Source: an optimization exercise on an open RTL-to-GDS flow (aim: small area). Production flows keep margins and buffers that such runs may drop. The RTL was checked by simulation tests, not by an equivalence proof against the original design. The clock input has no modelled driver; a real chip could not lean on it and would need a root buffer or a full tree. No activity file was given, so power comes from the tool's default toggle rates.

## wip/fjord
// Top_Level2
module Top_Level2(
	CLK,
	rst,
	ps2_clk,
	Data,
	out
);
input wire	CLK;
input wire	rst;
input wire	ps2_clk;
input wire	Data;
output wire	out;
reg	[2:0] kclk_s;
reg	[1:0] kdat_s;
always @(posedge CLK)
begin
	kdat_s <= {kdat_s[0], Data};
	kclk_s[2] <= kclk_s[1];
	if (rst)
		kclk_s[1:0] <= 2'b11;
	else
		kclk_s[1:0] <= {kclk_s[0], ps2_clk};
end
wire	kclk_fall = kclk_s[2] & ~kclk_s[1];
reg	[3:0] count;
reg	[8:1] inter;
reg	prev_f0;	 
reg	trigger;
wire	stop = count[3] & count[1];
always @(posedge CLK)
begin
	if (rst)
	begin
		count <= 4'd0;
		inter <= 8'd0;
		prev_f0 <= 1'b0;
		trigger <= 1'b0;
	end
	else if (kclk_fall)
	begin
		if (stop)
		begin
			count <= 4'd0;
			trigger <= prev_f0;
			prev_f0 <= (inter == 8'hF0);
		end
		else
		begin
			count <= count + 4'd1;
			if (~count[3] & (count[2:0] == 3'd1)) inter[1] <= kdat_s[1];
			if (~count[3] & (count[2:0] == 3'd2)) inter[2] <= kdat_s[1];
			if (~count[3] & (count[2:0] == 3'd3)) inter[3] <= kdat_s[1];
			if (~count[3] & (count[2:0] == 3'd4)) inter[4] <= kdat_s[1];
			if (~count[3] & (count[2:0] == 3'd5)) inter[5] <= kdat_s[1];
			if (~count[3] & (count[2:0] == 3'd6)) inter[6] <= kdat_s[1];
			if (~count[3] & (count[2:0] == 3'd7)) inter[7] <= kdat_s[1];
			if (count[3] & ~count[0]) inter[8] <= kdat_s[1];
		end
	end
end
wire	[7:0] code = trigger ? 8'd0 : inter;
reg	[14:0] y;
always @(*)
	case (code)
	28: y = 22727; 27: y = 21452; 35: y = 20248; 43: y = 19111;
	52: y = 18038; 51: y = 17026; 59: y = 16071; 66: y = 15169;
	75: y = 14317; 76: y = 13513; 82: y = 12755; 90: y = 12039;
	21: y = 23393; 29: y = 22080; 36: y = 20841; 45: y = 19671;
  ...
Size in the first run: about 370 cells after synthesis, about 5 I/O pins.
==> flow/config.mk <==
export PLATFORM = sky130hd
export DESIGN_NAME = Top_Level2
export DESIGN_NICKNAME = Top_Level2
export VERILOG_FILES = /design/flow/design.v
export SDC_FILE = /design/flow/constraint.sdc
export NUM_CORES = 4
export LEC_CHECK = 0
export CAP_MARGIN = 20
export CORE_MARGIN = 2
export CORE_UTILIZATION = 40
export CTS_CLUSTER_DIAMETER = 500
export CTS_CLUSTER_SIZE = 100
export PLACE_DENSITY = 0.6
export SLEW_MARGIN = 20
==> flow/constraint.sdc <==
create_clock -name core_clock -period 10.0 [get_ports {CLK}]
set_input_delay 2.0000 -clock core_clock [delete_from_list [all_inputs] [get_ports {CLK}]]
set_output_delay 2.0000 -clock core_clock [all_outputs]
set_load 0.01 [all_outputs]
standard.sh (not shown) runs the stock make flow with config.mk's settings and CLKGATE_MAP_FILE= SYNTH_SCRIPT=/design/flow/synth_recipe.tcl, a recipe that flattens the netlist after the stock synthesis.
==> flow/flow/run.sh <==
#!/bin/bash
# Standard synthesis; an area search over ABC resynthesis of its
# combinational logic (registers untouched, checked equivalent); then the
# standard layout from that netlist.
set -euo pipefail
R=orfs/results/${FLOW_PLATFORM}/Top_Level2/base
bash standard.sh synth > synth_std.log 2>&1
cp $R/1_2_yosys.v std.v
cp $FLOW_HOME/platforms/${FLOW_PLATFORM}/lib/sky130_fd_sc_hd__tt_025C_1v80.lib lib.lib
yosys -s flow/p1.ys > p1.log 2>&1
python3 flow/search.py lib.lib 4 60 ${NUM_CORES:-4} > search.log 2>&1
yosys -s flow/p2.ys > p2.log 2>&1
yosys -s flow/equiv.ys > equiv.log 2>&1
cp new.v $R/1_2_yosys.v
export BUFFER_PORTS_ARGS="-buffer_cell sky130_fd_sc_hd__buf_1"
bash standard.sh POST_CTS_TCL=$PWD/flow/post_cts.tcl finish > layout.log 2>&1
rm -f lib.lib
==> flow/flow/search.py <==
#!/usr/bin/env python3
"""Area search over ABC resynthesis of the combinational logic.

Reads raw.blif (the standard synthesis's combinational logic, written by
p1.ys), runs rounds of parallel ABC jobs (deepsyn with different seeds, then
area mapping) starting from the best netlist so far, and writes best.blif.
Each ABC run's output goes to abc_R_S.log in the current folder.
"""
import os, re, subprocess, sys
from concurrent.futures import ThreadPoolExecutor

lib, rounds, secs, jobs = sys.argv[1], int(sys.argv[2]), int(sys.argv[3]), int(sys.argv[4])
remaps = int(sys.argv[5]) if len(sys.argv) > 5 else 8
dont_use = open(os.path.join(os.path.dirname(__file__), "dont_use.txt")).read().split()
readlib = "read_lib " + " ".join("-X " + c for c in dont_use) + " -w " + lib

MAP = "&get -n; &dch -f; &nf -R 1000; &put"

def run(src, dst, script, log, remaps=0):
    """Run script on src, then remap the result remaps times; every mapped
    netlist is written out, and the smallest is copied to dst. Returns its area."""
    cmd = f"{readlib}; read_blif {src}; {script}; print_stats; write_blif {dst}.0"
    for i in range(1, remaps + 1):
        cmd += f"; strash; {MAP}; print_stats; write_blif {dst}.{i}"
    out = subprocess.run(["yosys-abc", "-c", cmd], capture_output=True, text=True).stdout
    open(log, "w").write(out)
    areas = [float(x) for x in re.findall(r"area =\s*([0-9.]+)", out)]
    best = None
    for i, a in enumerate(areas):
        if os.path.exists(f"{dst}.{i}") and (best is None or a < areas[best]):
            best = i
    if best is None:
        return float("inf")
    subprocess.run(["cp", f"{dst}.{best}", dst], check=True)
    return areas[best]

# plain area mapping of the input as a fallback
a = run("raw.blif", "cand_0_0.blif", "strash; dch -f; map -a", "abc_0_0.log")
best, best_area = "cand_0_0.blif", a
print(f"start: {a}", flush=True)
for r in range(1, rounds + 1):
    def job(s):
        dst = f"cand_{r}_{s}.blif"
        script = f"strash; &get -n; &deepsyn -T {secs} -S {s + r * jobs}; {MAP}"
        return run(best, dst, script, f"abc_{r}_{s}.log", remaps), dst
    with ThreadPoolExecutor(jobs) as ex:
        res = list(ex.map(job, range(1, jobs + 1)))
    a, dst = min(res)
    print(f"round {r}: " + " ".join(f"{x:.1f}" for x, _ in res), flush=True)
    if a < best_area:
        best, best_area = dst, a
print(f"best: {best} {best_area}", flush=True)
subprocess.run(["cp", best, "best.blif"], check=True)
Other scripts of this flow, unchanged in this note and not shown: flow/flow/dont_use.txt, flow/flow/dump.abc, flow/flow/equiv.ys, flow/flow/load.abc, flow/flow/p1.ys, flow/flow/p2.ys, flow/flow/post_cts.tcl
### wip/fjord -> wip/quartz
-- flow/flow/run.sh --
<<< wip/fjord, line 10
yosys -s flow/p1.ys > p1.log 2>&1
python3 flow/search.py lib.lib 4 60 ${NUM_CORES:-4} > search.log 2>&1
yosys -s flow/p2.ys > p2.log 2>&1
>>> wip/quartz, line 10
yosys -s flow/p1.ys > p1.log 2>&1
python3 flow/search.py lib.lib 4 90 ${NUM_CORES:-4} > search.log 2>&1
yosys -s flow/p2.ys > p2.log 2>&1
==> flow/flow/search.py <==
#!/usr/bin/env python3
"""Area search over ABC resynthesis of the combinational logic.

Reads raw.blif (the standard synthesis's combinational logic, written by
p1.ys), runs rounds of parallel ABC jobs (deepsyn with different seeds, then
area mapping) starting from the best netlist so far, and writes best.blif.
Each ABC run's output goes to abc_R_S.log in the current folder.
"""
import os, re, subprocess, sys
from concurrent.futures import ThreadPoolExecutor

lib, rounds, secs, jobs = sys.argv[1], int(sys.argv[2]), int(sys.argv[3]), int(sys.argv[4])
dont_use = open(os.path.join(os.path.dirname(__file__), "dont_use.txt")).read().split()
readlib = "read_lib " + " ".join("-X " + c for c in dont_use) + " -w " + lib

def run(src, dst, script, log):
    cmd = f"{readlib}; read_blif {src}; {script}; print_stats; write_blif {dst}"
    out = subprocess.run(["yosys-abc", "-c", cmd], capture_output=True, text=True).stdout
    open(log, "w").write(out)
    m = re.findall(r"area =\s*([0-9.]+)", out)
    return float(m[-1]) if m and os.path.exists(dst) else float("inf")

best, best_area = "raw.blif", float("inf")
# plain area mapping of the input as a fallback
a = run("raw.blif", "cand_0_0.blif", "strash; dch -f; map -a", "abc_0_0.log")
best, best_area = "cand_0_0.blif", a
print(f"start: {a}", flush=True)
for r in range(1, rounds + 1):
    def job(s):
        dst = f"cand_{r}_{s}.blif"
        script = f"strash; &get -n; &deepsyn -T {secs} -S {s + r * jobs}; &dch -f; &nf -R 1000; &put"
        return run(best, dst, script, f"abc_{r}_{s}.log"), dst
    with ThreadPoolExecutor(jobs) as ex:
        res = list(ex.map(job, range(1, jobs + 1)))
    a, dst = min(res)
    print(f"round {r}: " + " ".join(f"{x:.1f}" for x, _ in res), flush=True)
    if a < best_area:
        best, best_area = dst, a
print(f"best: {best} {best_area}", flush=True)
subprocess.run(["cp", best, "best.blif"], check=True)
Both conditions hold for wip/quartz: the flow ran to the end and the final layout passed the timing, DRC and antenna checks. In the tables for wip/fjord and wip/quartz, worst setup slack reads higher with wip/quartz. Fraction of area in multi-input gates (lower): wip/fjord. Layout-stage area growth over the synthesis result (wip/quartz over wip/fjord): decrease, 0.78 points. There was hardly any difference in number of standard cells in the layout, taps in and fillers out between wip/fjord and wip/quartz. The start point of the critical path comes out inter[1]$_SDFFE_PP0P_ in one run and inter[4]$_SDFFE_PP0P_ in the other, namely in wip/quartz and wip/fjord respectively. wip/quartz — setup slack after placement 1.80 ns higher, wip/fjord as reference. As far as total congestion overflow after global routing goes, wip/quartz and wip/fjord are indistinguishable; the numbers are identical. wip/quartz vs wip/fjord, relative slew slack went down by 1.0 points. Compared with wip/fjord, in wip/quartz final critical-path required period moved down, power rose by about 5%. Share of power burned in combinational logic: wip/fjord and wip/quartz compared, higher one is wip/quartz. Clock skew of wip/quartz is on par with wip/fjord.
> inputs changed (wip/quartz -> wip/violet)
-- flow/flow/run.sh --
<<< wip/quartz, line 10
yosys -s flow/p1.ys > p1.log 2>&1
python3 flow/search.py lib.lib 4 90 ${NUM_CORES:-4} > search.log 2>&1
yosys -s flow/p2.ys > p2.log 2>&1
>>> wip/violet, line 10
yosys -s flow/p1.ys > p1.log 2>&1
python3 flow/search.py lib.lib 6 60 ${NUM_CORES:-4} > search.log 2>&1
yosys -s flow/p2.ys > p2.log 2>&1
==> flow/flow/search.py <==
#!/usr/bin/env python3
"""Area search over ABC resynthesis of the combinational logic.

Reads raw.blif (the standard synthesis's combinational logic, written by
p1.ys), runs rounds of parallel ABC jobs (deepsyn with different seeds, then
area mapping) starting from the best netlist so far, and writes best.blif.
Each ABC run's output goes to abc_R_S.log in the current folder.
"""
import os, re, subprocess, sys
from concurrent.futures import ThreadPoolExecutor

lib, rounds, secs, jobs = sys.argv[1], int(sys.argv[2]), int(sys.argv[3]), int(sys.argv[4])
remaps = int(sys.argv[5]) if len(sys.argv) > 5 else 8
dont_use = open(os.path.join(os.path.dirname(__file__), "dont_use.txt")).read().split()
readlib = "read_lib " + " ".join("-X " + c for c in dont_use) + " -w " + lib

MAP = "&get -n; &dch -f; &nf -R 1000; &put"

def run(src, dst, script, log, remaps=0):
    """Run script on src, then remap the result remaps times; every mapped
    netlist is written out, and the smallest is copied to dst. Returns its area."""
    cmd = f"{readlib}; read_blif {src}; {script}; print_stats; write_blif {dst}.0"
    for i in range(1, remaps + 1):
        cmd += f"; strash; {MAP}; print_stats; write_blif {dst}.{i}"
    out = subprocess.run(["yosys-abc", "-c", cmd], capture_output=True, text=True).stdout
    open(log, "w").write(out)
    areas = [float(x) for x in re.findall(r"area =\s*([0-9.]+)", out)]
    best = None
    for i, a in enumerate(areas):
        if os.path.exists(f"{dst}.{i}") and (best is None or a < areas[best]):
            best = i
    if best is None:
        return float("inf")
    subprocess.run(["cp", f"{dst}.{best}", dst], check=True)
    return areas[best]

# plain area mapping of the input as a fallback
a = run("raw.blif", "cand_0_0.blif", "strash; dch -f; map -a", "abc_0_0.log")
pool = [(a, "cand_0_0.blif")]
print(f"start: {a}", flush=True)
for r in range(1, rounds + 1):
    # half the jobs start from the best netlist so far, the rest from the
    # next best ones, so that the search does not stall in one optimum
    srcs = [pool[0][1] if s % 2 == 1 or len(pool) == 1 else pool[min(s // 2, len(pool) - 1)][1]
            for s in range(1, jobs + 1)]
    def job(s):
        dst = f"cand_{r}_{s}.blif"
        script = f"strash; &get -n; &deepsyn -T {secs} -S {s + r * jobs}; {MAP}"
        return run(srcs[s - 1], dst, script, f"abc_{r}_{s}.log", remaps), dst
    with ThreadPoolExecutor(jobs) as ex:
        res = list(ex.map(job, range(1, jobs + 1)))
    print(f"round {r}: " + " ".join(f"{x:.1f}" for x, _ in res), flush=True)
    pool = sorted(pool + [x for x in res if x[0] < float("inf")])[:jobs]
best_area, best = pool[0]
print(f"best: {best} {best_area}", flush=True)
subprocess.run(["cp", best, "best.blif"], check=True)
### Flow results
- wip/violet vs. wip/quartz: total combinational power went down about 25%; setup slack climbed 0.21 ns; maximum fanout encountered on the critical timing path higher; critical path depth up about 20%; wire length on met3 moved up.
- When wip/violet is measured against wip/quartz, its area after synthesis turns out 1.0% lower.
- Routed wire in wip/violet totals less than in wip/quartz.
- Sort wip/violet and wip/quartz by share of power burned in the clock network, ascending, and wip/quartz comes first.
- There was hardly any difference in final area between wip/quartz and wip/violet.
- Every run (wip/violet and wip/quartz) finished clean.
- On worst hold slack, wip/violet and wip/quartz are basically level.
- Clock-pin transition on the worst setup and hold timing paths: wip/quartz vs wip/violet, no meaningful difference

-- what the ideal ports hide --
In the flow no input, the clock included, has a driving cell. The finished layouts below were timed again as built, in two steps.
Step 1, drivers: a clkbuf_16 drives CLK and a buf_2 each remaining input, both assumed.
Step 2 also shifts input and output timing later by t, the mid clock arrival at the registers, as if the neighbouring blocks saw the same clock.
a / b / c = no drivers / after step 1 / after step 2; a / b = the first two.
| run | t, ns | setup slack, ns | worst setup path after step 2 | worst data-port slew with drivers (ns) |
|---|---|---|---|---|
| wip/fjord | 0.197 | 1.086 / 1.038 / 1.235 | register to output | 0.03 |
| wip/quartz | 0.197 | 2.628 / 2.580 / 2.777 | register to output | 0.03 |
| wip/violet | 0.192 | 2.834 / 2.785 / 2.976 | register to output | 0.03 |
After both steps setup and hold are still met in every run listed.
